This is an optimization exercise on Yosys and OpenROAD, whose aim is small area, not a production implementation. Only simulation tests tie the RTL to the original design; equivalence was not proved.

Setup of delta:
==> flow/design.v <==
module psdsqrt(
    input clock,
    input reset,
    input start,
    input stop,
    input [31:0] xin,
    output reg [15:0] sqrt
);
reg [32:1] w;
reg [17:0] dm;           
wire [17:0] y;           
assign y[0] = 1'b1;
genvar g;
generate for (g = 1; g < 18; g = g + 1) begin : gy
    assign y[g] = y[g-1] & ~dm[g-1];
end endgenerate
wire [16:0] d = dm[17:1];
wire [17:0] sa = w[32:15];
wire [17:0] sb = ~{1'b0, d};
wire [18:0] cy;
wire [17:0] diff;
assign cy[0] = 1'b1;
generate for (g = 0; g < 18; g = g + 1) begin : gsub
    assign diff[g] = sa[g] ^ sb[g] ^ cy[g];
    assign cy[g+1] = (sa[g] & sb[g]) | (sa[g] & cy[g]) | (sb[g] & cy[g]);
end endgenerate
wire s = cy[18];
wire [31:15] sel = s ? diff[16:0] : w[31:15];
wire s0 = xin[31] | xin[30];
reg [17:0] dn;
integer i;
always @* begin
    dn[0] = dm[0] | dm[1];
    for (i = 1; i < 18; i = i + 1)
        dn[i] = y[i] ? (i < 17 ? dm[i+1] : 1'b0) : (y[i-1] ? s : dm[i]);
end
always @(posedge clock) begin
    if (start) begin
        w  <= {xin[31] & xin[30], xin[31] & ~xin[30], xin[29:0]};
        dm <= {s0, 1'b0, 1'b1, 15'b0};
    end else begin
        w  <= {sel, w[14:1], 1'b0};
        dm <= dn;
    end
end
always @(posedge clock) begin
    if (reset)
        sqrt <= 16'b0;
    else if (stop)
        sqrt <= dm[17:2];
end
endmodule
clock: 9.0 ns
lec_check: 0
cap_margin: 20
core_margin: 2
core_utilization: 40
slew_margin: 20
buffer_ports_args: -buffer_cell sky130_fd_sc_hd__buf_1
cts_args: -sink_clustering_enable -repair_clock_nets -buf_list sky130_fd_sc_hd__clkbuf_4 -root_buf sky130_fd_sc_hd__clkbuf_4 -dont_use_dummy_load
standard.sh (not shown) runs the stock make flow with config.mk's settings and CLKGATE_MAP_FILE= SYNTH_SCRIPT=/design/flow/synth_recipe.tcl, a recipe that flattens the netlist after the stock synthesis.
==> flow/flow/run.sh <==
#!/bin/bash
# Standard ORFS layout with two changes: port buffers use the smallest buffer
# cell, and clock tree synthesis uses small clock buffers and no dummy loads.
# Settings are in flow/extra.mk, appended to the standard flow's config.mk.
set -e
cat flow/extra.mk >> config.mk
bash standard.sh > standard.log 2>&1
==> flow/flow/extra.mk <==
export BUFFER_PORTS_ARGS = -buffer_cell sky130_fd_sc_hd__buf_1
export CTS_ARGS = -sink_clustering_enable -repair_clock_nets -buf_list sky130_fd_sc_hd__clkbuf_4 -root_buf sky130_fd_sc_hd__clkbuf_4 -dont_use_dummy_load
> inputs changed (delta -> epsilon)
==> flow/design.v <==
module psdsqrt(
    input clock,
    input reset,
    input start,
    input stop,
    input [31:0] xin,
    output reg [15:0] sqrt
);
reg [32:1] w;
reg [15:0] ql;
reg [3:0]  cnt;          
integer i;
wire [14:0] dec;
genvar g;
generate for (g = 0; g < 15; g = g + 1) begin : gdec
    assign dec[g] = (cnt == g);
end endgenerate
wire [16:0] d;
assign d[16:15] = ql[15:14];
generate for (g = 0; g < 15; g = g + 1) begin : gd
    if (g == 0) begin : z
        assign d[0] = dec[14];
    end else begin : nz
        assign d[g] = ql[g-1] | dec[14-g];
    end
end endgenerate
wire [17:0] sa = w[32:15];
wire [17:0] sb = ~{1'b0, d};
wire [18:0] cy;
wire [17:0] diff;
assign cy[0] = 1'b1;
generate for (g = 0; g < 18; g = g + 1) begin : gsub
    assign diff[g] = sa[g] ^ sb[g] ^ cy[g];
    assign cy[g+1] = (sa[g] & sb[g]) | (sa[g] & cy[g]) | (sb[g] & cy[g]);
end endgenerate
wire s = cy[18];
wire [31:15] sel = s ? diff[16:0] : w[31:15];
wire s0 = xin[31] | xin[30];
always @(posedge clock) begin
    if (start) begin
        w   <= {xin[31] & xin[30], xin[31] & ~xin[30], xin[29:0]};
        ql  <= {s0, 15'b0};
        cnt <= 4'd0;
    end else begin
        w   <= {sel, w[14:1], 1'b0};
        if (cnt != 4'd15)
            cnt <= cnt + 4'd1;
        for (i = 0; i < 15; i = i + 1)
            if (dec[14-i]) ql[i] <= s;
    end
end
always @(posedge clock) begin
    if (reset)
        sqrt <= 16'b0;
    else if (stop)
        sqrt <= ql;
end
endmodule
Findings:
End point of the critical path: w[31]$_DFF_P_ -> epsilon, dm[6]$_SDFFE_PP0P_ -> delta
Remaining global-route overflow: delta vs epsilon identical
The starting density of the core was comparable across delta and epsilon.
In epsilon relative to delta, final area had gone down slightly.
Summary — data arrival time of the critical path, epsilon relative to delta: higher, by 0.77 ns.
Against delta as the reference, epsilon delivers a higher endpoint required time on the critical path.

[separate check: timing with driven ports]
In the flow no input, the clock included, has a driving cell. The finished layouts below were timed again as built, in two steps.
Step 1 (the two cells are an assumption about what drives the block):
set clk [get_ports {clock}]
set_driving_cell -lib_cell sky130_fd_sc_hd__clkbuf_16 $clk
set_driving_cell -lib_cell sky130_fd_sc_hd__buf_2 [delete_from_list [all_inputs] $clk]
Step 2 adds t to the input delays and takes it off the output delays; t is the mean of the earliest and latest rising clock arrival at the registers after step 1. Input paths then give back, and output paths get back, about the clock's delay inside the block.
Slacks: ideal ports / drivers / drivers and shift; pairs: ideal ports / drivers.
| run | t, ns | setup slack, ns | pins driven straight from the clock port |
|---|---|---|---|
| delta | 0.416 | 1.487 / 1.487 / 1.487 | 1 |
| epsilon | 0.427 | 0.734 / 0.734 / 0.734 | 1 |
After both steps setup and hold are still met in every run listed.
